What follows belongs to an exercise in optimizing a design on an open flow for small area, a short achievable clock period and few clock cycles per item; a production flow would make more cautious choices.
In this exercise RTL edits were held to simulation tests only and were not proved equivalent to the original.
Power is estimated from default activity; no workload was simulated.

==> flow/design.v, too long to show whole: its modules and the start of the top module <==
// module CONV: 143 lines
// module conv_mac: 2681 lines
// module mac_fa: 4 lines
// module mac_ha: 4 lines
module CONV(
    input             clk,
    input             reset,
    output reg        busy,
    input             ready,
    output reg [11:0] iaddr,
    input      [19:0] idata,
    output reg        cwr,
    output reg [11:0] caddr_wr,
    output reg [19:0] cdata_wr,
    output reg        crd,
    output reg [11:0] caddr_rd,
    input      [19:0] cdata_rd,
    output     [2:0]  csel
  );
  // ...
==> flow/flow/run.sh <==
#!/bin/bash
# Layout: the standard flow (standard.sh), with these changes to how it is made:
#  - ports are buffered with buf_2 instead of the default weakest buffer;
#  - after placement, the shift register's tap flip-flops are upsized (upsize.tcl).
# Constraints (constraint.sdc, 10 ns clock) are unchanged.
set -euo pipefail
export BUFFER_PORTS_ARGS="-buffer_cell sky130_fd_sc_hd__buf_2"
export SETUP_SLACK_MARGIN=6.7
bash standard.sh synth floorplan place > standard_place.log 2>&1
RESULTS=orfs/results/sky130hd/CONV/base \
LIBERTY=$FLOW_HOME/platforms/sky130hd/lib/sky130_fd_sc_hd__tt_025C_1v80.lib \
  openroad -no_init -exit flow/upsize.tcl > upsize.log 2>&1
bash standard.sh > standard.log 2>&1
==> flow/flow/upsize.tcl <==
# Upsize the pixel shift register's tap flip-flops (the ones that feed the adder
# tree, fanout 6-9) from dfxtp_1 to dfxtp_2, then legalize. Runs on the placed
# design, before clock tree synthesis.
set results $::env(RESULTS)
read_db $results/3_place.odb
read_liberty $::env(LIBERTY)
set n 0
set m [[ord::get_db] findMaster sky130_fd_sc_hd__dfxtp_2]
foreach inst [[ord::get_db_block] getInsts] {
  set name [$inst getName]
  if {[regexp {^sr\\\[(0|1|2|10|11|12|20|21|22)\\\]} $name] &&
      [[$inst getMaster] getName] eq "sky130_fd_sc_hd__dfxtp_1"} {
    $inst swapMaster $m
    incr n
  }
}
puts "upsized $n tap flip-flops"
detailed_placement
check_placement
write_db $results/3_place.odb
==> flow/standard.sh <==
#!/bin/bash
# synth_recipe.tcl (not shown) runs the flow's synth.tcl, then flattens the netlist and writes it again
# the make line also repeats each setting of config.mk as NAME=value (left out here)
make -C /OpenROAD-flow-scripts/flow DESIGN_CONFIG=/design/flow/config.mk WORK_HOME=/design/flow/orfs CLKGATE_MAP_FILE= SYNTH_SCRIPT=/design/flow/synth_recipe.tcl "${@:-finish}"
==> flow/config.mk <==
export PLATFORM = sky130hd
export DESIGN_NAME = CONV
export DESIGN_NICKNAME = CONV
export VERILOG_FILES = /design/flow/design.v
export SDC_FILE = /design/flow/constraint.sdc
export NUM_CORES = 4
export LEC_CHECK = 0
export ABC_CLOCK_PERIOD_IN_PS = 3000
export CAP_MARGIN = 20
export CORE_MARGIN = 2
export CORE_UTILIZATION = 65
export CTS_CLUSTER_DIAMETER = 80
export CTS_CLUSTER_SIZE = 24
export PLACE_DENSITY = 0.75
export SLEW_MARGIN = 20
export SYNTH_HIERARCHICAL = 1
export SYNTH_MINIMUM_KEEP_SIZE = 0
==> flow/constraint.sdc <==
create_clock -name core_clock -period 10.0 [get_ports {clk}]
set_input_delay 2.0000 -clock core_clock [delete_from_list [all_inputs] [get_ports {clk}]]
set_output_delay 2.0000 -clock core_clock [all_outputs]
set_load 0.01 [all_outputs]
==> metrics.cfg, run 1 <==
[outcome]
status=no timing/DRC/antenna violations

[timing]
finalMaxSlewViolations=0
worstMarginPinSlew_ps=1130

[synthesis]
syn_inst=2822
synth-simple-area-share_pct=3.14
async_reset_ff_share_pct=4.60
synth_area_sq_um=44900
synth_compound_area_share_pct=2.66
post_synth_num_cell_types=77

[worst_setup_path]
end_kind=flip-flop
cp.buffers_inverters=0
crit_path_end=mac.q2316
crit_path_start_kind=flip-flop

[finish]
regArea_sq_um=19800
drive_gt1_share_pct=13.6
multiInputGateArea_sq_um=24400
clkbuf_count=58
postLayoutCoreUtil_pct=70.4
multi_input_area_share_pct=50.6
final_cell_area_sq_um=48200

[place]
dpl_cell_area_sq_um=46400

[min_path]
hold_depth=0

[drt]
routed-wl-met3_mm=12.0
drtIter0Drc=2242
ant_nets=0
dr.pass1.iters=5

[clock_network]
clk-insertion-delay-late_ps=670
cts_resized=0

[pwr]
power_density_nw_per_um2=135
p_clk_share_pct=34.6

[floorplan]
die_h_um=267

Testbench counts, summed over its fixed seeds: cycles 41,912, images 8.
==> run 2: changes to the inputs <==
--- a/flow/design.v
+++ b/flow/design.v
@@ -1361,124 +1361,145 @@
 wire s2179, c2180;
 wire s2181, c2182;
 wire s2183, c2184;
 wire s2185, c2186;
 wire s2187, c2188;
 wire s2189, c2190;
 wire s2191, c2192;
 wire s2193, c2194;
-wire s2195, c2196;
-wire s2197, c2198;
-wire s2199, c2200;
-wire s2201, c2202;
-wire s2203, c2204;
-wire s2205, c2206;
-wire s2207, c2208;
-wire s2209, c2210;
-wire s2211, c2212;
-wire s2213, c2214;
-wire s2215, c2216;
-wire s2217, c2218;
-wire s2219, c2220;
-wire s2221, c2222;
-wire s2223, c2224;
-wire s2225, c2226;
-wire s2227, c2228;
-wire s2229, c2230;
-wire s2231, c2232;
-wire s2233, c2234;
-wire s2235, c2236;
-wire s2237, c2238;
-wire s2239, c2240;
-wire s2241, c2242;
-wire s2243, c2244;
-wire s2245, c2246;
-wire s2247, c2248;
-wire s2249, c2250;
-wire s2251, c2252;
-wire s2253, c2254;
-reg q2255;
-wire q2293 = 1'b0;
-reg q2256;
-reg q2294;
-reg q2257;
-wire q2295 = 1'b0;
-reg q2258;
-reg q2296;
-reg q2259;
-wire q2297 = 1'b0;
-reg q2260;
-wire q2298 = 1'b0;
-reg q2261;
-reg q2299;
-reg q2262;
-reg q2300;
-reg q2263;
-reg q2301;
-reg q2264;
-reg q2302;
-reg q2265;
-reg q2303;
-reg q2266;
-reg q2304;
-reg q2267;
-reg q2305;
-reg q2268;
-reg q2306;
-reg q2269;
-reg q2307;
-reg q2270;
-reg q2308;
-reg q2271;
-reg q2309;
-reg q2272;
-reg q2310;
-reg q2273;
-reg q2311;
-reg q2274;
-reg q2312;
-reg q2275;
-reg q2313;
-reg q2276;
-reg q2314;
-reg q2277;
-reg q2315;
-reg q2278;
-reg q2316;
-reg q2279;
-reg q2317;
-reg q2280;
-reg q2318;
-reg q2281;
-reg q2319;
-reg q2282;
-reg q2320;
-reg q2283;
-reg q2321;
-reg q2284;
-reg q2322;
-reg q2285;
-reg q2323;
-reg q2286;
-reg q2324;
-reg q2287;
-reg q2325;
-reg q2288;
-reg q2326;
-reg q2289;
-reg q2327;
-reg q2290;
-reg q2328;
-reg q2291;
-reg q2329;
-reg q2292;
-reg q2330;
-wire [37:0] ra = {q2292, q2291, q2290, q2289, q2288, q2287, q2286, q2285, q2284, q2283, q2282, q2281, q2280, q2279, q2278, q2277, q2276, q2275, q2274, q2273, q2272, q2271, q2270, q2269, q2268, q2267, q2266, q2265, q2264, q2263, q2262, q2261, q2260, q2259, q2258, q2257, q2256, q2255} ^ 38'h0;
-wire [37:0] rb = {q2330, q2329, q2328, q2327, q2326, q2325, q2324, q2323, q2322, q2321, q2320, q2319, q2318, q2317, q2316, q2315, q2314, q2313, q2312, q2311, q2310, q2309, q2308, q2307, q2306, q2305, q2304, q2303, q2302, q2301, q2300, q2299, q2298, q2297, q2296, q2295, q2294, q2293} ^ 38'h0;
+reg r2195;
+reg r2196;
+reg r2197;
+reg r2198;
+reg r2199;
+reg r2200;
+reg r2201;
+reg r2202;
+reg r2203;
+reg r2204;
+reg r2205;
+reg r2206;
+reg r2207;
+reg r2208;
+reg r2209;
+reg r2210;
+reg r2211;
+reg r2212;
+reg r2213;
+reg r2214;
+reg r2215;
+reg r2216;
+reg r2217;
+reg r2218;
+reg r2219;
+reg r2220;
+reg r2221;
+reg r2222;
+reg r2223;
+reg r2224;
+reg r2225;
+reg r2226;
+reg r2227;
+reg r2228;
+reg r2229;
+reg r2230;
+reg r2231;
+reg r2232;
+reg r2233;
+reg r2234;
+reg r2235;
+reg r2236;
+reg r2237;
+reg r2238;
+reg r2239;
+reg r2240;
+reg r2241;
+reg r2242;
+reg r2243;
+reg r2244;
+reg r2245;
+reg r2246;
+reg r2247;
+reg r2248;
+reg r2249;
+reg r2250;
+reg r2251;
+reg r2252;
+reg r2253;
+reg r2254;
+reg r2255;
+reg r2256;
+reg r2257;
+reg r2258;
+reg r2259;
+reg r2260;
+reg r2261;
+reg r2262;
+reg r2263;
+reg r2264;
+reg r2265;
+reg r2266;
+reg r2267;
+reg r2268;
+reg r2269;
+reg r2270;
+reg r2271;
+reg r2272;
+reg r2273;
+reg r2274;
+reg r2275;
+reg r2276;
+reg r2277;
+reg r2278;
+reg r2279;
+reg r2280;
+reg r2281;
+reg r2282;
+reg r2283;
+reg r2284;
+reg r2285;
+reg r2286;
+reg r2287;
+reg r2288;
+reg r2289;
+reg r2290;
+reg r2291;
+wire s2292, c2293;
+wire s2294, c2295;
+wire s2296, c2297;
+wire s2298, c2299;
+wire s2300, c2301;
+wire s2302, c2303;
+wire s2304, c2305;
+wire s2306, c2307;
+wire s2308, c2309;
+wire s2310, c2311;
+wire s2312, c2313;
+wire s2314, c2315;
+wire s2316, c2317;
+wire s2318, c2319;
+wire s2320, c2321;
+wire s2322, c2323;
+wire s2324, c2325;
+wire s2326, c2327;
+wire s2328, c2329;
+wire s2330, c2331;
+wire s2332, c2333;
+wire s2334, c2335;
+wire s2336, c2337;
+wire s2338, c2339;
+wire s2340, c2341;
+wire s2342, c2343;
+wire s2344, c2345;
+wire s2346, c2347;
+wire s2348, c2349;
+wire s2350, c2351;
+wire [37:0] ra = {c2351, c2349, c2347, c2345, c2343, c2341, c2339, c2337, c2335, c2333, c2331, c2329, c2327, c2325, c2323, c2321, c2319, c2317, c2315, c2313, c2311, c2309, c2307, c2305, c2303, c2301, c2299, c2297, c2295, c2293, s2292, r2203, r2202, r2201, r2199, r2198, r2196, r2195} ^ 38'h0;
+wire [37:0] rb = {r2291, s2350, s2348, s2346, s2344, s2342, s2340, s2338, s2336, s2334, s2332, s2330, s2328, s2326, s2324, s2322, s2320, s2318, s2316, s2314, s2312, s2310, s2308, s2306, s2304, s2302, s2300, s2298, s2296, s2294, r2207, r2204, 1'b0, 1'b0, r2200, 1'b0, r2197, 1'b0} ^ 38'h0;
 mac_fa f1(.a(p1[0]), .b(p4[0]), .c(p8[0]), .s(s1), .co(c2));
 mac_fa f3(.a(p1[1]), .b(p4[1]), .c(p8[1]), .s(s3), .co(c4));
 mac_fa f5(.a(p0[0]), .b(p2[1]), .c(p6[1]), .s(s5), .co(c6));
 mac_fa f7(.a(p1[2]), .b(p1[0]), .c(p2[0]), .s(s7), .co(c8));
 mac_fa f9(.a(p3[0]), .b(p4[2]), .c(p5[0]), .s(s9), .co(c10));
 mac_fa f11(.a(p0[1]), .b(p2[2]), .c(p6[2]), .s(s11), .co(c12));
 assign s13 = p7[0] ^ p8[2] ^ 1'b1;
 assign c14 = (p7[0] & p8[2]) | (p7[0] & 1'b1) | (p8[2] & 1'b1);
@@ -2468,46 +2489,46 @@
 mac_fa f2179(.a(c2140), .b(s2141), .c(~c2082), .s(s2179), .co(c2180));
 mac_fa f2181(.a(c2142), .b(s2143), .c(~c2086), .s(s2181), .co(c2182));
 mac_fa f2183(.a(c2144), .b(s2145), .c(~c2090), .s(s2183), .co(c2184));
 mac_fa f2185(.a(c2146), .b(c2092), .c(s2095), .s(s2185), .co(c2186));
 mac_fa f2187(.a(c2096), .b(s2097), .c(~c2148), .s(s2187), .co(c2188));
 mac_fa f2189(.a(c2098), .b(s2099), .c(~c2004), .s(s2189), .co(c2190));
 mac_ha h2191(.a(c2100), .b(s2101), .s(s2191), .co(c2192));
 mac_ha h2193(.a(c2102), .b(s2009), .s(s2193), .co(c2194));
-mac_ha h2195(.a(c2020), .b(s2021), .s(s2195), .co(c2196));
-mac_fa f2197(.a(c2022), .b(s2023), .c(~r1663), .s(s2197), .co(c2198));
-mac_ha h2199(.a(c2024), .b(s2025), .s(s2199), .co(c2200));
-mac_fa f2201(.a(~s2149), .b(c1892), .c(r1675), .s(s2201), .co(c2202));
-mac_fa f2203(.a(c2150), .b(s2151), .c(~s1899), .s(s2203), .co(c2204));
-mac_fa f2205(.a(c2152), .b(s2153), .c(~s1903), .s(s2205), .co(c2206));
-mac_fa f2207(.a(c2154), .b(s2155), .c(~s1907), .s(s2207), .co(c2208));
-mac_fa f2209(.a(c2156), .b(s2157), .c(~s2037), .s(s2209), .co(c2210));
-mac_fa f2211(.a(c2158), .b(s2159), .c(~s2041), .s(s2211), .co(c2212));
-mac_fa f2213(.a(c2160), .b(s2161), .c(~s2045), .s(s2213), .co(c2214));
-mac_fa f2215(.a(c2162), .b(s2163), .c(~s2049), .s(s2215), .co(c2216));
-mac_fa f2217(.a(c2164), .b(s2165), .c(~s2117), .s(s2217), .co(c2218));
-mac_fa f2219(.a(c2166), .b(s2167), .c(~s2059), .s(s2219), .co(c2220));
-mac_fa f2221(.a(c2168), .b(s2169), .c(~s2123), .s(s2221), .co(c2222));
-mac_fa f2223(.a(c2170), .b(s2171), .c(~s2129), .s(s2223), .co(c2224));
-mac_fa f2225(.a(c2172), .b(s2173), .c(~s2133), .s(s2225), .co(c2226));
-mac_fa f2227(.a(c2174), .b(s2175), .c(~c2134), .s(s2227), .co(c2228));
-mac_fa f2229(.a(c2176), .b(s2177), .c(~s2081), .s(s2229), .co(c2230));
-mac_fa f2231(.a(c2178), .b(s2179), .c(~s2085), .s(s2231), .co(c2232));
-mac_fa f2233(.a(c2180), .b(s2181), .c(~s2089), .s(s2233), .co(c2234));
-mac_fa f2235(.a(c2182), .b(s2183), .c(~s2093), .s(s2235), .co(c2236));
-mac_fa f2237(.a(c2184), .b(s2185), .c(~s2147), .s(s2237), .co(c2238));
-mac_fa f2239(.a(c2186), .b(s2187), .c(~s2003), .s(s2239), .co(c2240));
-mac_fa f2241(.a(c2188), .b(s2189), .c(~s2005), .s(s2241), .co(c2242));
-mac_fa f2243(.a(c2190), .b(s2191), .c(~s2007), .s(s2243), .co(c2244));
-mac_fa f2245(.a(c2192), .b(s2193), .c(~s2103), .s(s2245), .co(c2246));
-mac_fa f2247(.a(c2194), .b(s2105), .c(~c2104), .s(s2247), .co(c2248));
-mac_ha h2249(.a(c2106), .b(s2107), .s(s2249), .co(c2250));
-mac_ha h2251(.a(c2108), .b(s2109), .s(s2251), .co(c2252));
-mac_ha h2253(.a(c2110), .b(s2015), .s(s2253), .co(c2254));
+mac_ha h2292(.a(r2205), .b(r2206), .s(s2292), .co(c2293));
+mac_fa f2294(.a(r2208), .b(r2209), .c(r2210), .s(s2294), .co(c2295));
+mac_ha h2296(.a(r2211), .b(r2212), .s(s2296), .co(c2297));
+mac_fa f2298(.a(r2213), .b(r2214), .c(r2215), .s(s2298), .co(c2299));
+mac_fa f2300(.a(r2216), .b(r2217), .c(r2218), .s(s2300), .co(c2301));
+mac_fa f2302(.a(r2219), .b(r2220), .c(r2221), .s(s2302), .co(c2303));
+mac_fa f2304(.a(r2222), .b(r2223), .c(r2224), .s(s2304), .co(c2305));
+mac_fa f2306(.a(r2225), .b(r2226), .c(r2227), .s(s2306), .co(c2307));
+mac_fa f2308(.a(r2228), .b(r2229), .c(r2230), .s(s2308), .co(c2309));
+mac_fa f2310(.a(r2231), .b(r2232), .c(r2233), .s(s2310), .co(c2311));
+mac_fa f2312(.a(r2234), .b(r2235), .c(r2236), .s(s2312), .co(c2313));
+mac_fa f2314(.a(r2237), .b(r2238), .c(r2239), .s(s2314), .co(c2315));
+mac_fa f2316(.a(r2240), .b(r2241), .c(r2242), .s(s2316), .co(c2317));
+mac_fa f2318(.a(r2243), .b(r2244), .c(r2245), .s(s2318), .co(c2319));
+mac_fa f2320(.a(r2246), .b(r2247), .c(r2248), .s(s2320), .co(c2321));
+mac_fa f2322(.a(r2249), .b(r2250), .c(r2251), .s(s2322), .co(c2323));
+mac_fa f2324(.a(r2252), .b(r2253), .c(r2254), .s(s2324), .co(c2325));
+mac_fa f2326(.a(r2255), .b(r2256), .c(r2257), .s(s2326), .co(c2327));
+mac_fa f2328(.a(r2258), .b(r2259), .c(r2260), .s(s2328), .co(c2329));
+mac_fa f2330(.a(r2261), .b(r2262), .c(r2263), .s(s2330), .co(c2331));
+mac_fa f2332(.a(r2264), .b(r2265), .c(r2266), .s(s2332), .co(c2333));
+mac_fa f2334(.a(r2267), .b(r2268), .c(r2269), .s(s2334), .co(c2335));
+mac_fa f2336(.a(r2270), .b(r2271), .c(r2272), .s(s2336), .co(c2337));
+mac_fa f2338(.a(r2273), .b(r2274), .c(r2275), .s(s2338), .co(c2339));
+mac_fa f2340(.a(r2276), .b(r2277), .c(r2278), .s(s2340), .co(c2341));
+mac_fa f2342(.a(r2279), .b(r2280), .c(r2281), .s(s2342), .co(c2343));
+mac_fa f2344(.a(r2282), .b(r2283), .c(r2284), .s(s2344), .co(c2345));
+mac_ha h2346(.a(r2285), .b(r2286), .s(s2346), .co(c2347));
+mac_ha h2348(.a(r2287), .b(r2288), .s(s2348), .co(c2349));
+mac_ha h2350(.a(r2289), .b(r2290), .s(s2350), .co(c2351));
 always @(posedge clk) begin
   r1637 <= s663;
   r1638 <= s665;
   r1639 <= c664;
   r1640 <= s1131;
   r1641 <= s1433;
   r1642 <= s1135;
   r1643 <= c1434;
@@ -2741,88 +2762,113 @@
   r1871 <= c1632;
   r1872 <= s1633;
   r1873 <= c1430;
   r1874 <= s1431;
   r1875 <= c1634;
   r1876 <= s1635;
   r1877 <= c1636;
   r1878 <= c1130;
-  q2255 <= ~r1637;
-  q2256 <= r1638;
-  q2294 <= ~r1639;
-  q2257 <= r1640;
-  q2258 <= r1641;
-  q2296 <= ~r1642;
-  q2259 <= s1879;
-  q2260 <= s2017;
-  q2261 <= c2018;
-  q2299 <= s2019;
-  q2262 <= s2195;
-  q2300 <= ~r1658;
-  q2263 <= c2196;
-  q2301 <= s2197;
-  q2264 <= c2198;
-  q2302 <= s2199;
-  q2265 <= c2200;
-  q2303 <= ~s2201;
-  q2266 <= ~c2202;
-  q2304 <= s2203;
-  q2267 <= c2204;
-  q2305 <= s2205;
-  q2268 <= c2206;
-  q2306 <= s2207;
-  q2269 <= c2208;
-  q2307 <= s2209;
-  q2270 <= c2210;
-  q2308 <= s2211;
-  q2271 <= c2212;
-  q2309 <= s2213;
-  q2272 <= c2214;
-  q2310 <= s2215;
-  q2273 <= c2216;
-  q2311 <= s2217;
-  q2274 <= c2218;
-  q2312 <= s2219;
-  q2275 <= c2220;
-  q2313 <= s2221;
-  q2276 <= c2222;
-  q2314 <= s2223;
-  q2277 <= c2224;
-  q2315 <= s2225;
-  q2278 <= c2226;
-  q2316 <= s2227;
-  q2279 <= c2228;
-  q2317 <= s2229;
-  q2280 <= c2230;
-  q2318 <= s2231;
-  q2281 <= c2232;
-  q2319 <= s2233;
-  q2282 <= c2234;
-  q2320 <= s2235;
-  q2283 <= c2236;
-  q2321 <= s2237;
-  q2284 <= c2238;
-  q2322 <= s2239;
-  q2285 <= c2240;
-  q2323 <= s2241;
-  q2286 <= c2242;
-  q2324 <= s2243;
-  q2287 <= c2244;
-  q2325 <= s2245;
-  q2288 <= c2246;
-  q2326 <= s2247;
-  q2289 <= c2248;
-  q2327 <= s2249;
-  q2290 <= c2250;
-  q2328 <= s2251;
-  q2291 <= c2252;
-  q2329 <= s2253;
-  q2292 <= c2254;
-  q2330 <= c2016;
+  r2195 <= ~r1637;
+  r2196 <= r1638;
+  r2197 <= ~r1639;
+  r2198 <= r1640;
+  r2199 <= r1641;
+  r2200 <= ~r1642;
+  r2201 <= s1879;
+  r2202 <= s2017;
+  r2203 <= c2018;
+  r2204 <= s2019;
+  r2205 <= c2020;
+  r2206 <= s2021;
+  r2207 <= ~r1658;
+  r2208 <= c2022;
+  r2209 <= s2023;
+  r2210 <= ~r1663;
+  r2211 <= c2024;
+  r2212 <= s2025;
+  r2213 <= s2149;
+  r2214 <= ~c1892;
+  r2215 <= ~r1675;
+  r2216 <= c2150;
+  r2217 <= s2151;
+  r2218 <= ~s1899;
+  r2219 <= c2152;
+  r2220 <= s2153;
+  r2221 <= ~s1903;
+  r2222 <= c2154;
+  r2223 <= s2155;
+  r2224 <= ~s1907;
+  r2225 <= c2156;
+  r2226 <= s2157;
+  r2227 <= ~s2037;
+  r2228 <= c2158;
+  r2229 <= s2159;
+  r2230 <= ~s2041;
+  r2231 <= c2160;
+  r2232 <= s2161;
+  r2233 <= ~s2045;
+  r2234 <= c2162;
+  r2235 <= s2163;
+  r2236 <= ~s2049;
+  r2237 <= c2164;
+  r2238 <= s2165;
+  r2239 <= ~s2117;
+  r2240 <= c2166;
+  r2241 <= s2167;
+  r2242 <= ~s2059;
+  r2243 <= c2168;
+  r2244 <= s2169;
+  r2245 <= ~s2123;
+  r2246 <= c2170;
+  r2247 <= s2171;
+  r2248 <= ~s2129;
+  r2249 <= c2172;
+  r2250 <= s2173;
+  r2251 <= ~s2133;
+  r2252 <= c2174;
+  r2253 <= s2175;
+  r2254 <= ~c2134;
+  r2255 <= c2176;
+  r2256 <= s2177;
+  r2257 <= ~s2081;
+  r2258 <= c2178;
+  r2259 <= s2179;
+  r2260 <= ~s2085;
+  r2261 <= c2180;
+  r2262 <= s2181;
+  r2263 <= ~s2089;
+  r2264 <= c2182;
+  r2265 <= s2183;
+  r2266 <= ~s2093;
+  r2267 <= c2184;
+  r2268 <= s2185;
+  r2269 <= ~s2147;
+  r2270 <= c2186;
+  r2271 <= s2187;
+  r2272 <= ~s2003;
+  r2273 <= c2188;
+  r2274 <= s2189;
+  r2275 <= ~s2005;
+  r2276 <= c2190;
+  r2277 <= s2191;
+  r2278 <= ~s2007;
+  r2279 <= c2192;
+  r2280 <= s2193;
+  r2281 <= ~s2103;
+  r2282 <= c2194;
+  r2283 <= s2105;
+  r2284 <= ~c2104;
+  r2285 <= c2106;
+  r2286 <= s2107;
+  r2287 <= c2108;
+  r2288 <= s2109;
+  r2289 <= c2110;
+  r2290 <= s2015;
+  r2291 <= c2016;
 end
 wire [37:0] t = ra + rb;
 assign neg = t[37];
 assign val = t[35:16];
 endmodule
 module mac_fa(input a, input b, input c, output s, output co);
 assign s = a ^ b ^ c;
 assign co = (a & b) | (a & c) | (b & c);
==> flow/config.mk (replaced) <==
export PLATFORM = sky130hd
export DESIGN_NAME = CONV
export DESIGN_NICKNAME = CONV
export VERILOG_FILES = /design/flow/design.v
export SDC_FILE = /design/flow/constraint.sdc
export NUM_CORES = 4
export LEC_CHECK = 0
export ABC_CLOCK_PERIOD_IN_PS = 3000
export CAP_MARGIN = 20
export CORE_MARGIN = 2
export CORE_UTILIZATION = 72
export CTS_CLUSTER_DIAMETER = 80
export CTS_CLUSTER_SIZE = 24
export PLACE_DENSITY = 0.8
export SLEW_MARGIN = 20
export SYNTH_HIERARCHICAL = 1
export SYNTH_MINIMUM_KEEP_SIZE = 0
==> metrics.cfg, run 2 <==
[worst_setup_path]
end_kind=output pin  ; was flip-flop
max_stage_delay_ps=390  ; was 700 ps
r2r-start=acc[18]  ; was mac.r1795
path_class=flip-flop to output pin  ; was flip-flop to flip-flop
r2r_setup_slack_ps=6840  ; was 6750 ps
cp.buffers_inverters=1  ; was 0
crit_slowest_cell=dfrtp_1  ; was fa_1
cp.required_ps=8000  ; was 10510 ps
critPathTopFamily=flip-flops  ; was adder cells
r2r_cells=9  ; was 5
crit_chain=buf_2  ; was fa_1, fa_1, fa_1, fa_1, fa_1
cp.depth=1  ; was 5
worst-endpoint-arrival_ps=1170  ; was 3760 ps
crit_fanout=2  ; was 1
crit_path_start_kind=flip-flop  ; unchanged
reg2reg_to=acc[1]  ; was mac.q2316

[timing]
min_period_ps=3170  ; was 3250 ps
rsz0062_at_grt=false  ; unchanged
skew_ps=29.7  ; was 35.5 ps
worstMarginPinSlew_ps=1080  ; was 1130 ps
setup_tns_ps=0  ; unchanged
finalMaxSlewViolations=0  ; unchanged
max-slew-margin-rel_pct=28.1  ; was 24.5%
hold_violations=0  ; unchanged
setup_violations=0  ; unchanged
fin_crit_sh_pct=31.7  ; was 32.5%
fmax_mhz=315  ; was 308 MHz

[place]
place_congestion=1.13  ; was 1.01
dpl.hpwl_mm=99.8  ; was 94.1 mm
numPlacedInstances=3771  ; was 3776
io_buffer_count=102  ; unchanged
dpl_cell_area_sq_um=46900  ; was 46400 sq um

[synthesis]
ys_ff_latch=982  ; was 957
synth_area_sq_um=45400  ; was 44900 sq um
synth_top_area_share_pct=42.7  ; was 43.2%
syn_inst=2846  ; was 2822
synth_most_common_cell=fa_1  ; unchanged
synth_area_leaders=fa_1 (43%), dfxtp_1 (40%), ha_1 (3.1%), dfrtp_1 (2.3%), inv_1 (1.7%)  ; was fa_1 (43%), dfxtp_1 (40%), ha_1 (3.2%), dfrtp_1 (2.3%), inv_1 (1.7%)
ys.flop_type=dfxtp_1  ; unchanged
synth_common_cells=fa_1 (969), dfxtp_1 (918), inv_1 (205)  ; was fa_1 (969), dfxtp_1 (893), inv_1 (206)
syn_nets=3972  ; was 3948
synth-edff-count=20  ; unchanged
post_synth_num_cell_types=77  ; unchanged
syn_area_per_cell_sq_um=16.0  ; was 15.9 sq um
yosys_warnings=10  ; unchanged
synth_top_cell_by_area=fa_1  ; unchanged
async_reset_ff_share_pct=4.48  ; was 4.60%
ys_seq_area_share_pct=44.2  ; was 43.6%

[global_route]
grt_max_degree=45  ; unchanged
grt_pass1_vias=27094  ; was 25912
gr-total-overflow=0  ; unchanged
grt_use_met2_pct=60.9  ; was 54.3%
grtUsageTotal_pct=42.2  ; was 36.3%
antenna_found_initial=6  ; was 11
gr-usage-met1_pct=53.3  ; was 50.6%
grt_first_pass_wirelength_mm=186  ; was 178 mm
grt-busiest-layer=met2  ; unchanged
grtUsageMet3_pct=20.6  ; was 9.63%

[min_path]
min_from=sr[7][0]  ; was sr[9][1]
min_to=sr[8][0]  ; was sr[10][1]
hp-class=flip-flop to flip-flop  ; unchanged
hold_depth=0  ; unchanged

[clock_network]
clk-insertion-delay-late_ps=640  ; was 670 ps
htreeDepth=2  ; unchanged
numCtsBuffers=50  ; unchanged
cts_setup_buffers=0  ; unchanged
cts_hold_buf=0  ; unchanged
cts_sinks=982  ; was 957
cts_buffer_depth=3  ; unchanged
cts_tree=yes  ; unchanged
cts_resized=0  ; unchanged
cts-root-buf=clkbuf_16  ; unchanged
clk_pin_slew_ps=90  ; about the same

[drt]
ant_nets=0  ; unchanged
vias=24216  ; was 23058
drc_errors=0  ; unchanged
routedWlPerCell_um=33.7  ; was 31.6 um
dr.pass1.iters=5  ; unchanged
drtIter0Drc=2942  ; was 2242
vias_per_cell=6.29  ; was 5.98
wl_mm=130  ; was 122 mm

[pwr]
p_int_uw=5140  ; was 5040 uW
power_density_nw_per_um2=136  ; was 135 nW/um^2
combPwrFrac_pct=5.1  ; was 5.0%
ir_drop_uv=202  ; was 170 uV
swShare_pct=22.5  ; was 22.6%
leakage_uw=0.0236  ; was 0.0234 uW
p_clk_share_pct=34.2  ; was 34.6%
p_switching_uw=1500  ; was 1470 uW
p_seq_share_pct=60.8  ; was 60.4%

[finish]
largest_reg_flops=460  ; unchanged
top_register=sr  ; unchanged
area_growth_syn_to_layout_pct=7.08  ; was 7.20%
final_cells=3851  ; was 3858
final_common_cell=fa_1  ; unchanged
final_cell_mix=fa_1 (969), dfxtp_1 (738), inv_1 (204)  ; was fa_1 (969), dfxtp_1 (712), inv_1 (206)
fin_nets=4104  ; was 4074
final_cell_area_sq_um=48700  ; was 48200 sq um
drive_gt1_share_pct=13.5  ; was 13.6%

[floorplan]
ios=105  ; unchanged
die_h_um=255  ; was 267 um
core_sq_um=62700  ; was 68500 sq um
fp.dieW_um=255  ; was 267 um
die_area_sq_um=65100  ; was 71300 sq um
start_util_pct=72.4  ; was 65.6%
rows=92  ; was 96

[outcome]
status=no timing/DRC/antenna violations  ; unchanged

[job]
cap_viol_max_count=0  ; unchanged

run 2: changes by cell type after synthesis, sizes merged:
cell	delta
inv	-1
dfxtp	+25
run 2: cell families after synthesis:
logic type                 Yosys count  share of synthesized area (%)
AOI/OAI and AO/OA                  179                           2.64
xor gates and xnor gates            46                          0.887
adders and majority gates         1083                           45.8
buffers and inverters              242                           2.13
DFF                                982                           44.2
muxes                               44                           1.19
other                                2                         0.0165
and+or+nand+nor                    268                           3.11
run 2: final cells by class:
class	count	area, sq um
multi-input combinational	1623	24400
fill	3384	14100
tap	846	1060
antenna	4	10.0
timing repair buffer	116	616
inverter	205	769
sequential	982	20300
clock inverter	10	131
clock buffer	65	1360
run 2: through the flow:
stage               utilization [%]  setup WS [ps]  total power, uW  hold slack, ps
global placement               74.8           6660             4430             310
global route                   77.5           6770             6820             324
floorplan                         -           6970             4400             310
finish                         77.6           6830             6640             319
detailed placement             74.8           6640             4450             312
CTS                            77.5           6710             6650             326
run 2: modules after synthesis (local to each module, per instance):
module,flip-flops and latches,times used,area (sq um)
CONV,645,1,16900
conv_mac,337,1,8970
mac_fa,0,968,20.0
mac_ha,0,15,12.5
run 2: power groups by stage:
stage / Sequential (uW) / Clock [uW] / Combinational, uW
finish: 4030 / 2270 / 336
global route: 4040 / 2420 / 360
CTS: 4030 / 2290 / 328
detailed placement: 4130 / 0 / 324
global placement: 4120 / 0 / 310
floorplan: 4110 / 0 / 293
run 2: how the worst max path moves through the flow:
stage               start        end  slack [ps]
2_1_floorplan       reset       busy        6970
3_3_place_gp   sr[12][12]  mac.r1727        6660
3_5_place_dp    sr[12][4]  mac.r1727        6640
4_1_cts           acc[10]    acc[13]        6710
5_1_grt           acc[10]    acc[13]        6770
6_report             busy       busy        6830
run 2: metal layers:
layer	up-vias	wire, um
met3	575	18800
met2	1817	55900
met1	12629	46000
met5	-	25
met4	4	8990
li1	9191	-
Testbench counts of run 2, summed over its fixed seeds: cycles 41,912, images 8.
==> run 3: changes to the inputs <==
--- a/flow/config.mk
+++ b/flow/config.mk
@@ -9,8 +9,8 @@
 export CAP_MARGIN = 20
 export CORE_MARGIN = 2
-export CORE_UTILIZATION = 72
+export CORE_UTILIZATION = 80
 export CTS_CLUSTER_DIAMETER = 80
 export CTS_CLUSTER_SIZE = 24
-export PLACE_DENSITY = 0.8
+export PLACE_DENSITY = 0.86
 export SLEW_MARGIN = 20
 export SYNTH_HIERARCHICAL = 1
==> metrics.cfg, run 3 <==
[outcome]
status=stopped before the end  ; was no timing/DRC/antenna violations
lastStage=5_1_grt
firstError=[ERROR GRT-0232] Routing congestion too high. Check the congestion heatmap in the GUI.

[global_route]
gr-total-overflow=41
grt_max_degree=45
antenna_found_initial=22
grtUsageTotal_pct=78.6

[synthesis]
synth_most_common_cell=fa_1  ; unchanged
synth_top_cell_by_area=fa_1  ; unchanged
synth-edff-count=20  ; unchanged
synth_common_cells=fa_1 (969), dfxtp_1 (918), inv_1 (205)  ; unchanged
post_synth_num_cell_types=77  ; unchanged
yosys_warnings=10  ; unchanged
ys.flop_type=dfxtp_1  ; unchanged
ys_seq_area_share_pct=44.2  ; unchanged
synth_area_sq_um=45400  ; unchanged
synth_top_area_share_pct=42.7  ; unchanged
synth_area_leaders=fa_1 (43%), dfxtp_1 (40%), ha_1 (3.1%), dfrtp_1 (2.3%), inv_1 (1.7%)  ; unchanged
ys_ff_latch=982  ; unchanged
syn_inst=2846  ; unchanged
syn_area_per_cell_sq_um=16.0  ; unchanged
syn_nets=3972  ; unchanged
async_reset_ff_share_pct=4.48  ; unchanged

[floorplan]
die_h_um=242  ; was 255 um
fp.dieW_um=242  ; was 255 um
start_util_pct=80.7  ; was 72.4%
ios=105  ; unchanged
rows=87  ; was 92

[clock_network]
cts_setup_buffers=0  ; unchanged
cts_hold_buf=0  ; unchanged
numCtsBuffers=49  ; was 50
cts-root-buf=clkbuf_16  ; unchanged
htreeDepth=2  ; unchanged
cts_buffer_depth=3  ; unchanged
cts_sinks=982  ; unchanged
cts_resized=0  ; unchanged

[place]
io_buffer_count=102  ; unchanged
place_congestion=1.12  ; was 1.13
dpl_cell_area_sq_um=46800  ; was 46900 sq um
dpl.hpwl_mm=101  ; was 99.8 mm

[timing]
worstEndpointGrtRepair=l0_neg$_DFF_P_/D
worst-ep-kind=register data pin

-- run 3: cell counts after synthesis --
No cell type changed its count.
-- run 3: routing by layer --
metal	GRT usage, %	GRT overflow
met1	76.3	1
met2	91.4	17
met3	68.6	0
met4	78.2	23
met5	50.9	0
-- run 3: metrics by stage --
step | utilization (%) | worst slack (ps) | std cells | hold slack, ps | power (uW)
global placement | 83.1 | 6740 | 3678 | 310 | 4430
floorplan | - | 6970 | 2846 | 310 | 4400
detailed placement | 83.1 | 6710 | 3678 | 312 | 4450
CTS | 86.0 | 6730 | 3747 | 327 | 6610
-- run 3: how the worst max path moves through the flow --
| stage | startpoint | endpoint | slack [ps] | depth (start not counted) |
|---|---|---|---|---|
| after floorplan | reset | busy | 6970 | 1 |
| after global placement | sr[12][16] | mac.r1861 | 6740 | 5 |
| after detailed placement | sr[12][14] | mac.r1727 | 6710 | 4 |
| after CTS | mac.r2219 | l0_val[15] | 6730 | 10 |
-- run 3: per-module statistics from Yosys (local to each module, per instance) --
module / cell area, sq um / flip-flops and latches / times used / cells
CONV: 16900 / 645 / 1 / 1168
conv_mac: 8970 / 337 / 1 / 695
mac_fa: 20.0 / 0 / 968 / 1
mac_ha: 12.5 / 0 / 15 / 1
-- run 3: power by group through the flow --
stage | Sequential [uW] | Clock, uW | Combinational, uW
4_1_cts | 4040 | 2230 | 338
2_1_floorplan | 4110 | 0 | 293
3_5_place_dp | 4120 | 0 | 323
3_3_place_gp | 4120 | 0 | 310
-- run 3: logic make-up after synthesis --
kind of cell / synth area share (%)
simple gates: 3.11
other cells: 0.0165
fa+ha+maj: 45.8
compound gates: 2.64
flops: 44.2
buf+inv: 2.13
xor+xnor: 0.887
mux: 1.19
==> run 4: changes to the inputs <==
--- a/flow/flow/run.sh
+++ b/flow/flow/run.sh
@@ -6,5 +6,5 @@
 set -euo pipefail
 export BUFFER_PORTS_ARGS="-buffer_cell sky130_fd_sc_hd__buf_2"
-export SETUP_SLACK_MARGIN=6.7
+export SETUP_SLACK_MARGIN=7.0
 bash standard.sh synth floorplan place > standard_place.log 2>&1
 RESULTS=orfs/results/sky130hd/CONV/base \
--- a/flow/config.mk
+++ b/flow/config.mk
@@ -9,8 +9,8 @@
 export CAP_MARGIN = 20
 export CORE_MARGIN = 2
-export CORE_UTILIZATION = 80
+export CORE_UTILIZATION = 65
 export CTS_CLUSTER_DIAMETER = 80
 export CTS_CLUSTER_SIZE = 24
-export PLACE_DENSITY = 0.86
+export PLACE_DENSITY = 0.75
 export SLEW_MARGIN = 20
 export SYNTH_HIERARCHICAL = 1
==> metrics.cfg, run 4 <==
[place]
dpl.hpwl_mm=94.2  ; was 101 mm
io_buffer_count=102  ; unchanged
place_congestion=1.05  ; was 1.12

[synthesis]
synth_common_cells=fa_1 (969), dfxtp_1 (918), inv_1 (205)  ; unchanged
synth_area_leaders=fa_1 (43%), dfxtp_1 (40%), ha_1 (3.1%), dfrtp_1 (2.3%), inv_1 (1.7%)  ; unchanged
ys_seq_area_share_pct=44.2  ; unchanged
ys.flop_type=dfxtp_1  ; unchanged
yosys_warnings=10  ; unchanged
async_reset_ff_share_pct=4.48  ; unchanged
synth-edff-count=20  ; unchanged
post_synth_num_cell_types=77  ; unchanged
synth_top_area_share_pct=42.7  ; unchanged
syn_nets=3972  ; unchanged
synth_top_cell_by_area=fa_1  ; unchanged
syn_area_per_cell_sq_um=16.0  ; unchanged
synth_area_sq_um=45400  ; unchanged
synth_most_common_cell=fa_1  ; unchanged
ys_ff_latch=982  ; unchanged
syn_inst=2846  ; unchanged

[global_route]
grt_max_degree=45
gr-total-overflow=0
grt_first_pass_wirelength_mm=179
antenna_found_initial=4
grtUsageTotal_pct=36.3
grt_pass1_vias=26340

[drt]
met2WireLength_mm=56.3
vias=23263
dr.pass1.iters=7
routed-wl-met3_mm=12.5
routedWlPerCell_um=31.3
topRoutingLayerUsed=met5
ant_nets=0
drtIter0Drc=2202
wl_mm=123
drt-met1-wl_mm=46.3
vias_per_cell=5.91
drc_errors=0

[worst_setup_path]
crit_path_start_kind=flip-flop
max_stage_delay_ps=380
path_class=flip-flop to output pin
reg2reg_to=mac.r1856
cp.buffers_inverters=1
critPathTopFamily=flip-flops
crit_chain=buf_2
r2r_cells=5
r2r_setup_slack_ps=7000
crit_slowest_cell=dfrtp_1
cp.required_ps=8000
crit_fanout=2
worst-endpoint-arrival_ps=1160
end_kind=output pin
r2r-start=sr[2][15]

[pwr]
ir_drop_uv=248
power_density_nw_per_um2=138
leakage_uw=0.0237

[finish]
largest_reg_flops=460
final_cell_mix=fa_1 (969), dfxtp_1 (712), inv_1 (204)
area_growth_syn_to_layout_pct=8.23
final_common_cell=fa_1
fin_nets=4103
top_register=sr
postLayoutCoreUtil_pct=71.3
fillers=4471
drive_gt1_share_pct=14.8

[job]
cap_viol_max_count=0

[clock_network]
cts-root-buf=clkbuf_16  ; unchanged
numCtsBuffers=52  ; was 49
clk_pin_slew_ps=90
clk-insertion-delay-late_ps=660
cts_buffer_depth=3  ; unchanged
htreeDepth=2  ; unchanged
cts_hold_buf=0  ; unchanged
cts_tree=yes
cts_sinks=982  ; unchanged

[timing]
max-slew-margin-rel_pct=27.8
min_period_ps=3160
rsz0062_at_grt=true
fmax_mhz=316
finalMaxSlewViolations=0
worstMarginPinSlew_ps=1080
hold_violations=0
setup_violations=0
skew_ps=27.0
fin_crit_sh_pct=31.6
setup_tns_ps=0

[floorplan]
core_sq_um=68900
rows=96  ; was 87
die_h_um=268  ; was 242 um
die_area_sq_um=72000
start_util_pct=65.9  ; was 80.7%
fp.dieW_um=268  ; was 242 um
ios=105  ; unchanged

[outcome]
status=no timing/DRC/antenna violations  ; was stopped before the end

[min_path]
hold_depth=0
min_to=sr[20][2]
min_from=sr[19][2]
hp-class=flip-flop to flip-flop

==> run 4: what timing repair did <==
action | 4_1_cts | 5_1_grt
gates resized for setup | 21 | 43
buffers inserted | 2 | 3
endpoints found under the hold margin | 0 | 0
setup endpoints to repair | 64 | 80
cloned | 0 | 1
pin swaps | 3 | 3
==> run 4: layout make-up <==
cell class                 count  area (sq um)  share of cell area [%]
clock buffer                  61          1350                    2.73
antenna                        4          10.0                  0.0204
sequential                   982         20300                    41.4
timing repair buffer         113           756                    1.54
inverter                     205           773                    1.57
clock inverter                19           320                   0.651
multi-input combinational   1623         24500                    49.7
tap                          931          1160                    2.37
==> run 4: how the worst max path moves through the flow <==
stage           endpoint  startpoint  slack [ps]  cells after the start
2_1_floorplan  mac.r1861  sr[12][19]        7200                      6
4_1_cts          csel[1]      cwr_l1        6800                      1
6_report            busy        busy        6840                      1
5_1_grt             busy        busy        6770                      1
3_3_place_gp   mac.r1705   sr[12][4]        6690                      4
3_5_place_dp   mac.r1705   sr[12][4]        6670                      4
==> run 4: where the power goes <==
group / internal [uW] / leakage, uW / switching [uW]
Combinational: 176 / 0.0146 / 153
Clock: 1080 / 0.000806 / 1340
Sequential: 3980 / 0.00830 / 50.0
Total: 5240 / 0.0237 / 1540
==> run 4: kinds of logic (layout without fill, tap and decap cells) <==
| group | after synthesis | in the layout | share of synthesized area (%) |
|---|---|---|---|
| AO/OA/AOI/OAI | 179 | 179 | 2.64 |
| XOR/XNOR | 46 | 46 | 0.887 |
| adder cells (fa/ha/maj) | 1083 | 1083 | 45.8 |
| buffers and inverters | 242 | 398 | 2.13 |
| flip-flops | 982 | 982 | 44.2 |
| multiplexers | 44 | 44 | 1.19 |
| other | 2 | 6 | 0.0165 |
| AND/OR/NAND/NOR | 268 | 269 | 3.11 |
==> run 4: layer usage <==
layer  up-vias  global-route usage (%)
li1       9206                       -
met1     12369                    47.8
met3       399                    9.57
met5         -                       0
met2      1287                    56.5
met4         2                    18.5
==> run 4: Yosys stat by module, one instance, submodules excluded <==
module	times used	area, sq um	cells	flops+latches
CONV	1	16900	1168	645
conv_mac	1	8970	695	337
mac_fa	968	20.0	1	0
mac_ha	15	12.5	1	0
==> run 4: per-stage QoR <==
stage | hold slack, ps | total power [uW] | instance area, sq um | setup slack (ps) | cells
floorplan | 310 | 4400 | 45400 | 7200 | 2846
global placement | 309 | 4430 | 47000 | 6690 | 3848
detailed placement | 312 | 4450 | 47000 | 6670 | 3848
CTS | 324 | 6820 | 49000 | 6800 | 3930
global route | 332 | 6980 | 49200 | 6770 | 3934
finish | 317 | 6780 | 49200 | 6840 | 3938
==> run 5: changes to the inputs <==
--- a/flow/flow/run.sh
+++ b/flow/flow/run.sh
@@ -6,5 +6,5 @@
 set -euo pipefail
 export BUFFER_PORTS_ARGS="-buffer_cell sky130_fd_sc_hd__buf_2"
-export SETUP_SLACK_MARGIN=7.0
+export SETUP_SLACK_MARGIN=6.7
 bash standard.sh synth floorplan place > standard_place.log 2>&1
 RESULTS=orfs/results/sky130hd/CONV/base \
==> metrics.cfg, run 5 <==
[pwr]
p_clk_share_pct=35.7  ; about the same
swShare_pct=23.2  ; was 22.8%
combPwrFrac_pct=4.7  ; was 4.8%
ir_drop_uv=191  ; was 248 uV
p_seq_share_pct=59.5  ; was 59.4%
leakage_uw=0.0236  ; was 0.0237 uW
p_int_uw=5200  ; was 5240 uW
p_switching_uw=1570  ; was 1540 uW
power_density_nw_per_um2=139  ; was 138 nW/um^2

[clock_network]
clk_pin_slew_ps=90  ; about the same
cts_resized=0  ; was 21
numCtsBuffers=54  ; was 52
cts-root-buf=clkbuf_16  ; unchanged
cts_sinks=982  ; unchanged
cts_hold_buf=0  ; unchanged
htreeDepth=2  ; unchanged
cts_setup_buffers=0  ; was 2
clk-insertion-delay-late_ps=670  ; was 660 ps
cts_tree=yes  ; unchanged
cts_buffer_depth=3  ; unchanged

[worst_setup_path]
crit_fanout=2  ; unchanged
path_class=flip-flop to output pin  ; unchanged
max_stage_delay_ps=390  ; was 380 ps
crit_chain=buf_2  ; unchanged
crit_path_start_kind=flip-flop  ; unchanged
cp.required_ps=8000  ; about the same
critPathTopFamily=flip-flops  ; unchanged
cp.buffers_inverters=1  ; unchanged
end_kind=output pin  ; unchanged
worst-endpoint-arrival_ps=1170  ; was 1160 ps
crit_slowest_cell=dfrtp_1  ; unchanged

[floorplan]
die_h_um=268  ; unchanged
core_sq_um=68900  ; unchanged
fp.dieW_um=268  ; unchanged
ios=105  ; unchanged
start_util_pct=65.9  ; unchanged
rows=96  ; unchanged
die_area_sq_um=72000  ; unchanged

[timing]
min_period_ps=3170  ; was 3160 ps
fin_crit_sh_pct=31.7  ; was 31.6%
rsz0062_at_grt=false  ; was true
setup_violations=0  ; unchanged
fmax_mhz=316  ; about the same
setup_tns_ps=0  ; unchanged
hold_violations=0  ; unchanged
worstMarginPinSlew_ps=1030  ; was 1080 ps
finalMaxSlewViolations=0  ; unchanged
skew_ps=38.1  ; was 27.0 ps
max-slew-margin-rel_pct=30.8  ; was 27.8%

[drt]
routedWlPerCell_um=31.2  ; was 31.3 um
drtIter0Drc=2117  ; was 2202
wl_mm=123  ; about the same
dr.pass1.iters=5  ; was 7
vias=23220  ; was 23263
drc_errors=0  ; unchanged
vias_per_cell=5.91  ; about the same
ant_nets=0  ; unchanged

[synthesis]
synth_top_area_share_pct=42.7  ; unchanged
synth_area_sq_um=45400  ; unchanged
syn_inst=2846  ; unchanged
ys_ff_latch=982  ; unchanged
synth_area_leaders=fa_1 (43%), dfxtp_1 (40%), ha_1 (3.1%), dfrtp_1 (2.3%), inv_1 (1.7%)  ; unchanged
synth_common_cells=fa_1 (969), dfxtp_1 (918), inv_1 (205)  ; unchanged
yosys_warnings=10  ; unchanged
async_reset_ff_share_pct=4.48  ; unchanged
synth-edff-count=20  ; unchanged
post_synth_num_cell_types=77  ; unchanged
syn_nets=3972  ; unchanged
synth_most_common_cell=fa_1  ; unchanged
ys.flop_type=dfxtp_1  ; unchanged
ys_seq_area_share_pct=44.2  ; unchanged
synth_top_cell_by_area=fa_1  ; unchanged
syn_area_per_cell_sq_um=16.0  ; unchanged

[place]
numPlacedInstances=3849  ; was 3848
place_congestion=1.00  ; was 1.05
io_buffer_count=102  ; unchanged
dpl.hpwl_mm=92.6  ; was 94.2 mm

[finish]
area_growth_syn_to_layout_pct=7.58  ; was 8.23%
final_cells=3932  ; was 3938
top_register=sr  ; unchanged
n_antenna_cell=0  ; was 4
fin_nets=4100  ; was 4103
drive_gt1_share_pct=13.6  ; was 14.8%
final_common_cell=fa_1  ; unchanged
final_cell_mix=fa_1 (969), dfxtp_1 (737), inv_1 (205)  ; was fa_1 (969), dfxtp_1 (712), inv_1 (204)
largest_reg_flops=460  ; unchanged

[global_route]
grt_first_pass_wirelength_mm=181  ; was 179 mm
grt_pass1_vias=26679  ; was 26340
grtUsageTotal_pct=36.5  ; was 36.3%
gr-total-overflow=0  ; unchanged
grt_max_degree=45  ; unchanged
antenna_found_initial=6  ; was 4

[min_path]
hp-class=flip-flop to flip-flop  ; unchanged

[job]
cap_viol_max_count=0  ; unchanged

[outcome]
status=no timing/DRC/antenna violations  ; unchanged

-- run 5: worst register-to-register path: stages, from the launching register on --
cell and delay, ps:
dfxtp_1 330, fa_1 630, ha_1 310, and3_1 210, and3_1 210, o311ai_4 100
nand2_4 200, a211oi_4 400, nor2_1 170, a21o_1 220, o31a_1 260
-- run 5: per-module statistics from Yosys (local to each module, per instance) --
module,flops+latches,area (sq um),cells inside
mac_fa,0,20.0,1
mac_ha,0,12.5,1
conv_mac,337,8970,695
CONV,645,16900,1168
-- run 5: cell families (layout without fill, tap and decap cells) --
group,count (synthesis),count (layout),share of synthesized area [%]
AO/OA/AOI/OAI,179,179,2.64
multiplexers,44,44,1.19
other,2,2,0.0165
flip-flops,982,982,44.2
AND/OR/NAND/NOR,268,268,3.11
buffers and inverters,242,397,2.13
XOR/XNOR,46,46,0.887
adder cells (fa/ha/maj),1083,1083,45.8
-- run 5: per-stage QoR --
stage	hold WS [ps]	power [uW]	instance area (sq um)	setup slack [ps]	utilization [%]
final	320	6780	48900	6830	70.9
after global routing	317	6980	48900	6730	70.9
after CTS	318	6810	48900	6800	70.9
after detailed placement	312	4440	47000	6610	68.1
after global placement	309	4430	47000	6580	68.1
after floorplan	310	4400	45400	6970	-
-- run 5: cell type report --
class	instances	area (sq um)
clock buffer	64	1390
clock inverter	19	295
fill	4480	20100
inverter	205	769
multi-input combinational	1622	24400
sequential	982	20300
tap	931	1160
timing repair buffer	109	563
-- run 5: power by group through the flow --
| stage | logic, uW | clock network (uW) | registers (uW) |
|---|---|---|---|
| after global routing | 350 | 2580 | 4040 |
| final | 321 | 2420 | 4030 |
| after floorplan | 293 | 0 | 4110 |
| after CTS | 321 | 2450 | 4030 |
| after detailed placement | 318 | 0 | 4130 |
| after global placement | 313 | 0 | 4120 |
-- run 5: metal layers --
| layer | global-route usage (%) | part of all wire (%) | vias up |
|---|---|---|---|
| met5 | 0 | 0.011 | - |
| met4 | 18.7 | 6.4 | 2 |
| met3 | 8.69 | 8.7 | 405 |
| met2 | 58.1 | 47 | 1230 |
| met1 | 47.5 | 38 | 12411 |
| li1 | - | - | 9172 |
-- run 5: final timing paths --
check / startpoint / depth (start not counted) / slack [ps] / endpoint
max: busy / 1 / 6830 / busy
min reg2reg: sr[19][13] / 0 / 320 / sr[20][13]
max in group asynchronous: reset / 3 / 8120 / w_pre
min: sr[19][13] / 0 / 320 / sr[20][13]
max reg2reg: mac.r2231 / 10 / 6880 / l0_val[15]
min in group asynchronous: reset / 3 / 1480 / s_ph[2]
==> run 6: changes to the inputs <==
--- a/flow/config.mk
+++ b/flow/config.mk
@@ -6,5 +6,5 @@
 export NUM_CORES = 4
 export LEC_CHECK = 0
-export ABC_CLOCK_PERIOD_IN_PS = 3000
+export ABC_CLOCK_PERIOD_IN_PS = 4500
 export CAP_MARGIN = 20
 export CORE_MARGIN = 2
==> metrics.cfg, run 6 <==
[synthesis]
synth_common_cells=fa_1 (969), dfxtp_1 (918), inv_1 (205)  ; unchanged
synth_top_area_share_pct=42.7  ; unchanged
ys_ff_latch=982  ; unchanged
syn_inst=2846  ; unchanged
synthAdderAreaFrac_pct=45.8  ; unchanged
ys_seq_area_share_pct=44.2  ; unchanged
synth_compound_area_share_pct=2.64  ; unchanged
syn_nets=3972  ; unchanged
syn_area_per_cell_sq_um=16.0  ; unchanged
synth_area_leaders=fa_1 (43%), dfxtp_1 (40%), ha_1 (3.1%), dfrtp_1 (2.3%), inv_1 (1.7%)  ; unchanged
synth-edff-count=20  ; unchanged
ys.flop_type=dfxtp_1  ; unchanged
synth_area_sq_um=45400  ; unchanged
yosys_warnings=10  ; unchanged
synth_top_cell_by_area=fa_1  ; unchanged
synth_top_family_by_area=adder cells  ; unchanged
synthMuxAreaShare_pct=1.19  ; unchanged
post_synth_num_cell_types=77  ; unchanged
synth_most_common_cell=fa_1  ; unchanged
synth-simple-area-share_pct=3.11  ; unchanged
async_reset_ff_share_pct=4.48  ; unchanged
synth_xor_area_share_pct=0.887  ; unchanged

[pwr]
leakage_uw=0.0236  ; unchanged
p_int_uw=5200  ; unchanged
p_clk_share_pct=35.7  ; about the same
swShare_pct=23.2  ; unchanged
ir_drop_uv=191  ; unchanged
p_total_uw=6780  ; unchanged
combPwrFrac_pct=4.7  ; about the same
power_density_nw_per_um2=139  ; unchanged
p_switching_uw=1570  ; unchanged
p_seq_share_pct=59.5  ; about the same

[timing]
max-slew-margin-rel_pct=30.8  ; unchanged
worstMarginPinSlew_ps=1030  ; unchanged
setup_violations=0  ; unchanged
min_period_ps=3170  ; unchanged
finalMaxSlewViolations=0  ; unchanged
setup_tns_ps=0  ; unchanged
rsz0062_at_grt=false  ; unchanged
whs_ps=320  ; unchanged
fmax_mhz=316  ; unchanged
hold_violations=0  ; unchanged
skew_ps=38.1  ; unchanged
fin_crit_sh_pct=31.7  ; unchanged

[worst_setup_path]
max_stage_delay_ps=390  ; about the same
cp.buffers_inverters=1  ; unchanged
end_kind=output pin  ; unchanged
crit_slowest_cell=dfrtp_1  ; unchanged
crit_fanout=2  ; unchanged
crit_chain=buf_2  ; unchanged
cp.required_ps=8000  ; about the same
r2r-start=mac.r2231  ; unchanged
worst-endpoint-arrival_ps=1170  ; about the same
critPathTopFamily=flip-flops  ; unchanged
reg2reg_to=l0_val[15]  ; unchanged
path_class=flip-flop to output pin  ; unchanged
crit_path_start_kind=flip-flop  ; unchanged
r2r_cells=10  ; unchanged
r2r_setup_slack_ps=6880  ; about the same

[job]
cap_viol_max_count=0  ; unchanged

[clock_network]
cts-root-buf=clkbuf_16  ; unchanged
htreeDepth=2  ; unchanged
cts_resized=0  ; unchanged
cts_buffer_depth=3  ; unchanged
clk-insertion-delay-late_ps=670  ; about the same
cts_hold_buf=0  ; unchanged
cts_sinks=982  ; unchanged
cts_tree=yes  ; unchanged
numCtsBuffers=54  ; unchanged
clk_pin_slew_ps=90  ; about the same
cts_setup_buffers=0  ; unchanged

[drt]
ant_nets=0  ; unchanged
vias=23220  ; unchanged
drtIter0Drc=2117  ; unchanged
routedWlPerCell_um=31.2  ; unchanged
met2WireLength_mm=57.6  ; unchanged
vias_per_cell=5.91  ; unchanged
drt-met1-wl_mm=46.7  ; unchanged
wl_mm=123  ; unchanged
drc_errors=0  ; unchanged
routed-wl-met3_mm=10.7  ; unchanged
dr.pass1.iters=5  ; unchanged
topRoutingLayerUsed=met5  ; unchanged

[outcome]
status=no timing/DRC/antenna violations  ; unchanged

[finish]
drive_gt1_share_pct=13.6  ; unchanged
final_cell_mix=fa_1 (969), dfxtp_1 (737), inv_1 (205)  ; unchanged
largest_reg_flops=460  ; unchanged
area_growth_syn_to_layout_pct=7.58  ; unchanged
fin_nets=4100  ; unchanged
n_antenna_cell=0  ; unchanged
postLayoutCoreUtil_pct=70.9  ; unchanged
top_register=sr  ; unchanged
final_common_cell=fa_1  ; unchanged

[place]
io_buffer_count=102  ; unchanged
dpl.hpwl_mm=92.6  ; unchanged
place_congestion=1.00  ; unchanged

[floorplan]
start_util_pct=65.9  ; unchanged
ios=105  ; unchanged
core_sq_um=68900  ; unchanged
fp.dieW_um=268  ; unchanged
rows=96  ; unchanged
die_h_um=268  ; unchanged
die_area_sq_um=72000  ; unchanged

[min_path]
hold_depth=0  ; unchanged
min_to=sr[20][13]  ; unchanged
min_from=sr[19][13]  ; unchanged
hp-class=flip-flop to flip-flop  ; unchanged

[global_route]
gr-total-overflow=0  ; unchanged
grt_first_pass_wirelength_mm=181  ; unchanged
grt_max_degree=45  ; unchanged
grt_pass1_vias=26679  ; unchanged
antenna_found_initial=6  ; unchanged
grtUsageTotal_pct=36.5  ; unchanged

-- run 6: cell counts in the layout (fill, tap and decap cells not counted) --
Identical to the previous run, type by type.
-- run 6: power groups by stage --
stage | registers (uW) | logic (uW) | clock network [uW]
3_5_place_dp | 4130 | 318 | 0
5_1_grt | 4040 | 350 | 2580
3_3_place_gp | 4120 | 313 | 0
2_1_floorplan | 4110 | 293 | 0
6_report | 4030 | 321 | 2420
4_1_cts | 4030 | 321 | 2450
-- run 6: kinds of logic (layout without fill, tap and decap cells) --
group	after synthesis	in the layout
adders and majority gates	1083	1083
DFF	982	982
and+or+nand+nor	268	268
buffers and inverters	242	397
AOI/OAI and AO/OA	179	179
xor gates and xnor gates	46	46
muxes	44	44
other	2	2
-- run 6: cell type report --
type / instances / area, sq um
fill: 4480 / 20100
inverter: 205 / 769
tap: 931 / 1160
multi-input combinational: 1622 / 24400
timing repair buffer: 109 / 563
clock buffer: 64 / 1390
clock inverter: 19 / 295
sequential: 982 / 20300
-- run 6: worst max-delay path by stage --
stage          startpoint          to  slack (ps)  cells past startpoint
6_report             busy        busy        6830                      1
5_1_grt         mac.r2231  l0_val[15]        6730                     10
4_1_cts              busy        busy        6800                      1
3_5_place_dp    sr[2][13]   mac.r1849        6610                      5
3_3_place_gp   sr[12][12]   mac.r1727        6580                      4
2_1_floorplan       reset        busy        6970                      1
-- run 6: layer usage --
layer	track usage (%)	up-vias
met5	0	-
met4	18.7	2
met3	8.69	405
met2	58.1	1230
met1	47.5	12411
li1	-	9172
-- run 6: Yosys stat by module (local to each module, per instance) --
| module | times used | flip-flops and latches | cell area, sq um | cells |
|---|---|---|---|---|
| CONV | 1 | 645 | 16900 | 1168 |
| conv_mac | 1 | 337 | 8970 | 695 |
| mac_fa | 968 | 0 | 20.0 | 1 |
| mac_ha | 15 | 0 | 12.5 | 1 |
-- run 6: stage by stage --
step           cell area (sq um)  worst slack, ps  instances
5_1_grt                    48900             6730       3932
2_1_floorplan              45400             6970       2846
3_3_place_gp               47000             6580       3849
6_report                   48900             6830       3932
3_5_place_dp               47000             6610       3849
4_1_cts                    48900             6800       3932
==> run 7: changes to the inputs <==
--- a/flow/config.mk
+++ b/flow/config.mk
@@ -6,8 +6,9 @@
 export NUM_CORES = 4
 export LEC_CHECK = 0
-export ABC_CLOCK_PERIOD_IN_PS = 4500
+export ABC_CLOCK_PERIOD_IN_PS = 3000
 export CAP_MARGIN = 20
 export CORE_MARGIN = 2
 export CORE_UTILIZATION = 65
+export CTS_BUF_LIST = sky130_fd_sc_hd__clkbuf_8 sky130_fd_sc_hd__clkbuf_16
 export CTS_CLUSTER_DIAMETER = 80
 export CTS_CLUSTER_SIZE = 24
==> metrics.cfg, run 7 <==
[global_route]
gr-total-overflow=0  ; unchanged
grt_max_degree=45  ; unchanged
grt_pass1_vias=26679  ; unchanged
grtUsageTotal_pct=36.5  ; unchanged
antenna_found_initial=6  ; unchanged
grt_first_pass_wirelength_mm=181  ; unchanged

[drt]
drtIter0Drc=2171  ; was 2117
vias=23204  ; was 23220
dr.pass1.iters=5  ; unchanged
wl_mm=123  ; about the same
drc_errors=0  ; unchanged
vias_per_cell=5.90  ; was 5.91
ant_nets=0  ; unchanged
routedWlPerCell_um=31.3  ; was 31.2 um

[synthesis]
synth_area_sq_um=45400  ; unchanged
synth_common_cells=fa_1 (969), dfxtp_1 (918), inv_1 (205)  ; unchanged
ys_ff_latch=982  ; unchanged
synth_top_area_share_pct=42.7  ; unchanged
synth_area_leaders=fa_1 (43%), dfxtp_1 (40%), ha_1 (3.1%), dfrtp_1 (2.3%), inv_1 (1.7%)  ; unchanged
syn_inst=2846  ; unchanged
synth-edff-count=20  ; unchanged
syn_area_per_cell_sq_um=16.0  ; unchanged
post_synth_num_cell_types=77  ; unchanged
syn_nets=3972  ; unchanged
ys.flop_type=dfxtp_1  ; unchanged
synth_most_common_cell=fa_1  ; unchanged
ys_seq_area_share_pct=44.2  ; unchanged
async_reset_ff_share_pct=4.48  ; unchanged
synth_top_cell_by_area=fa_1  ; unchanged
yosys_warnings=10  ; unchanged

[min_path]
hold_depth=0  ; unchanged
min_from=sr[19][13]  ; unchanged
hp-class=flip-flop to flip-flop  ; unchanged
min_to=sr[20][13]  ; unchanged

[worst_setup_path]
worst-endpoint-arrival_ps=1160  ; was 1170 ps
r2r_cells=10  ; unchanged
end_kind=output pin  ; unchanged
crit_chain=buf_2  ; unchanged
critPathTopFamily=flip-flops  ; unchanged
crit_slowest_cell=dfrtp_1  ; unchanged
crit_path_start_kind=flip-flop  ; unchanged
crit_fanout=2  ; unchanged
r2r_setup_slack_ps=6900  ; was 6880 ps
cp.required_ps=8000  ; about the same
r2r-start=mac.r2231  ; unchanged
cp.buffers_inverters=1  ; unchanged
reg2reg_to=l0_val[15]  ; unchanged
path_class=flip-flop to output pin  ; unchanged
max_stage_delay_ps=390  ; about the same

[timing]
hold_violations=0  ; unchanged
skew_ps=39.1  ; was 38.1 ps
finalMaxSlewViolations=0  ; unchanged
worstMarginPinSlew_ps=1010  ; was 1030 ps
setup_violations=0  ; unchanged
rsz0062_at_grt=false  ; unchanged
max-slew-margin-rel_pct=32.2  ; was 30.8%
fin_crit_sh_pct=31.6  ; was 31.7%
whs_ps=320  ; about the same
setup_tns_ps=0  ; unchanged
min_period_ps=3160  ; was 3170 ps
fmax_mhz=316  ; about the same

[place]
io_buffer_count=102  ; unchanged
dpl.hpwl_mm=92.6  ; unchanged
numPlacedInstances=3849  ; unchanged
place_congestion=1.00  ; unchanged

[clock_network]
cts_sinks=982  ; unchanged
clk_pin_slew_ps=90  ; about the same
htreeDepth=2  ; unchanged
cts_resized=0  ; unchanged
cts_hold_buf=0  ; unchanged
cts_tree=yes  ; unchanged
clk-insertion-delay-late_ps=680  ; was 670 ps
numCtsBuffers=54  ; unchanged
cts_buffer_depth=3  ; unchanged
cts_setup_buffers=0  ; unchanged
cts-root-buf=clkbuf_16  ; unchanged

[finish]
largest_reg_flops=460  ; unchanged
fillers=4480  ; unchanged
area_growth_syn_to_layout_pct=7.58  ; unchanged
fin_nets=4100  ; unchanged
final_common_cell=fa_1  ; unchanged
final_cells=3932  ; unchanged
top_register=sr  ; unchanged
n_antenna_cell=0  ; unchanged
drive_gt1_share_pct=13.6  ; unchanged
final_cell_mix=fa_1 (969), dfxtp_1 (737), inv_1 (215)  ; was fa_1 (969), dfxtp_1 (737), inv_1 (205)

[outcome]
status=no timing/DRC/antenna violations  ; unchanged

[job]
cap_viol_max_count=0  ; unchanged

[floorplan]
die_area_sq_um=72000  ; unchanged
start_util_pct=65.9  ; unchanged
die_h_um=268  ; unchanged
rows=96  ; unchanged
core_sq_um=68900  ; unchanged
ios=105  ; unchanged
fp.dieW_um=268  ; unchanged

[pwr]
leakage_uw=0.0237  ; was 0.0236 uW
power_density_nw_per_um2=138  ; was 139 nW/um^2
ir_drop_uv=191  ; about the same

## run 7: final cells by class
cell class	count	area, sq um	share of cell area (%)
multi-input cells	1622	24400	49.9
well taps	931	1160	2.38
flip-flops and latches	982	20300	41.5
clock inverters	29	333	0.681
repair buffers	109	563	1.15
clock buffers	54	1350	2.76
inverters	205	769	1.57
## run 7: where the power goes
| group | internal, uW | leakage [uW] | switching [uW] |
|---|---|---|---|
| Combinational | 175 | 0.0145 | 146 |
| Clock | 1040 | 0.000847 | 1380 |
| Sequential | 3980 | 0.00830 | 51.1 |
| Total | 5190 | 0.0237 | 1570 |
## run 7: worst max path at each step
stage	startpoint	endpoint	slack, ps	cells past startpoint
2_1_floorplan	reset	busy	6970	1
3_3_place_gp	sr[12][12]	mac.r1727	6580	4
3_5_place_dp	sr[2][13]	mac.r1849	6610	5
4_1_cts	busy	busy	6800	1
5_1_grt	mac.r2231	l0_val[15]	6730	10
6_report	busy	busy	6840	1
## run 7: cells by family (layout without fill, tap and decap cells)
group | count (synthesis) | in the layout | synth area share, %
adder cells (fa/ha/maj) | 1083 | 1083 | 45.8
flip-flops | 982 | 982 | 44.2
AND/OR/NAND/NOR | 268 | 268 | 3.11
AO/OA/AOI/OAI | 179 | 179 | 2.64
buffers and inverters | 242 | 397 | 2.13
other | 2 | 2 | 0.0165
multiplexers | 44 | 44 | 1.19
XOR/XNOR | 46 | 46 | 0.887
## run 7: worst register-to-register path, delay by kind of cell (launching register included)
kind | cells | cell delay [ps]
flops | 1 | 330
fa+ha+maj | 2 | 940
compound gates | 4 | 970
simple gates | 4 | 770
## run 7: Yosys stat by module, one instance, submodules excluded
module    cell area (sq um)  flops+latches
CONV                  16900            645
conv_mac               8970            337
mac_fa                 20.0              0
mac_ha                 12.5              0
## run 7: per-layer routing
| layer | share of wire (%) | GRT usage [%] | vias to the layer above | routed length, um |
|---|---|---|---|---|
| li1 | - | - | 9176 | - |
| met1 | 38 | 47.5 | 12410 | 46500 |
| met2 | 47 | 58.1 | 1208 | 57700 |
| met3 | 8.8 | 8.69 | 408 | 10800 |
| met4 | 6.3 | 18.7 | 2 | 7770 |
| met5 | 0.011 | 0 | - | 13 |
## run 7: through the flow
| step | utilization (%) | setup WS [ps] | cell area (sq um) | power (uW) |
|---|---|---|---|---|
| after floorplan | - | 6970 | 45400 | 4400 |
| after global placement | 68.1 | 6580 | 47000 | 4430 |
| after detailed placement | 68.1 | 6610 | 47000 | 4440 |
| after CTS | 70.9 | 6800 | 48900 | 6800 |
| after global routing | 70.9 | 6730 | 48900 | 6970 |
| final | 70.9 | 6840 | 48900 | 6770 |

-- re-timing with driven ports --
No port has a modelled driver above. Below, the same layouts with a new extraction and two added sets of constraints. Step 1 sets driving cells, clkbuf_16 on the clock port and buf_2 on the other inputs (assumed; they add their load-dependent delay and slew). Step 2, shift: input delay + t, output delay - t, t = (earliest + latest rising clock arrival at the registers) / 2. This alone moves slack from input paths to output paths. a / b / c = no drivers / after step 1 / after step 2; a / b = the first two.
| run | t (ns) | setup WS [ns] |
|---|---|---|
| run 1 | 0.713 | 6.753 / 6.753 / 6.753 |
| run 2 | 0.693 | 6.828 / 6.764 / 6.844 |
| run 4 | 0.720 | 6.838 / 6.768 / 7.003 |
| run 5 | 0.722 | 6.834 / 6.765 / 6.878 |
| run 6 | 0.722 | 6.834 / 6.765 / 6.878 |
| run 7 | 0.724 | 6.836 / 6.767 / 6.897 |
After both steps setup and hold are still met in every run listed.
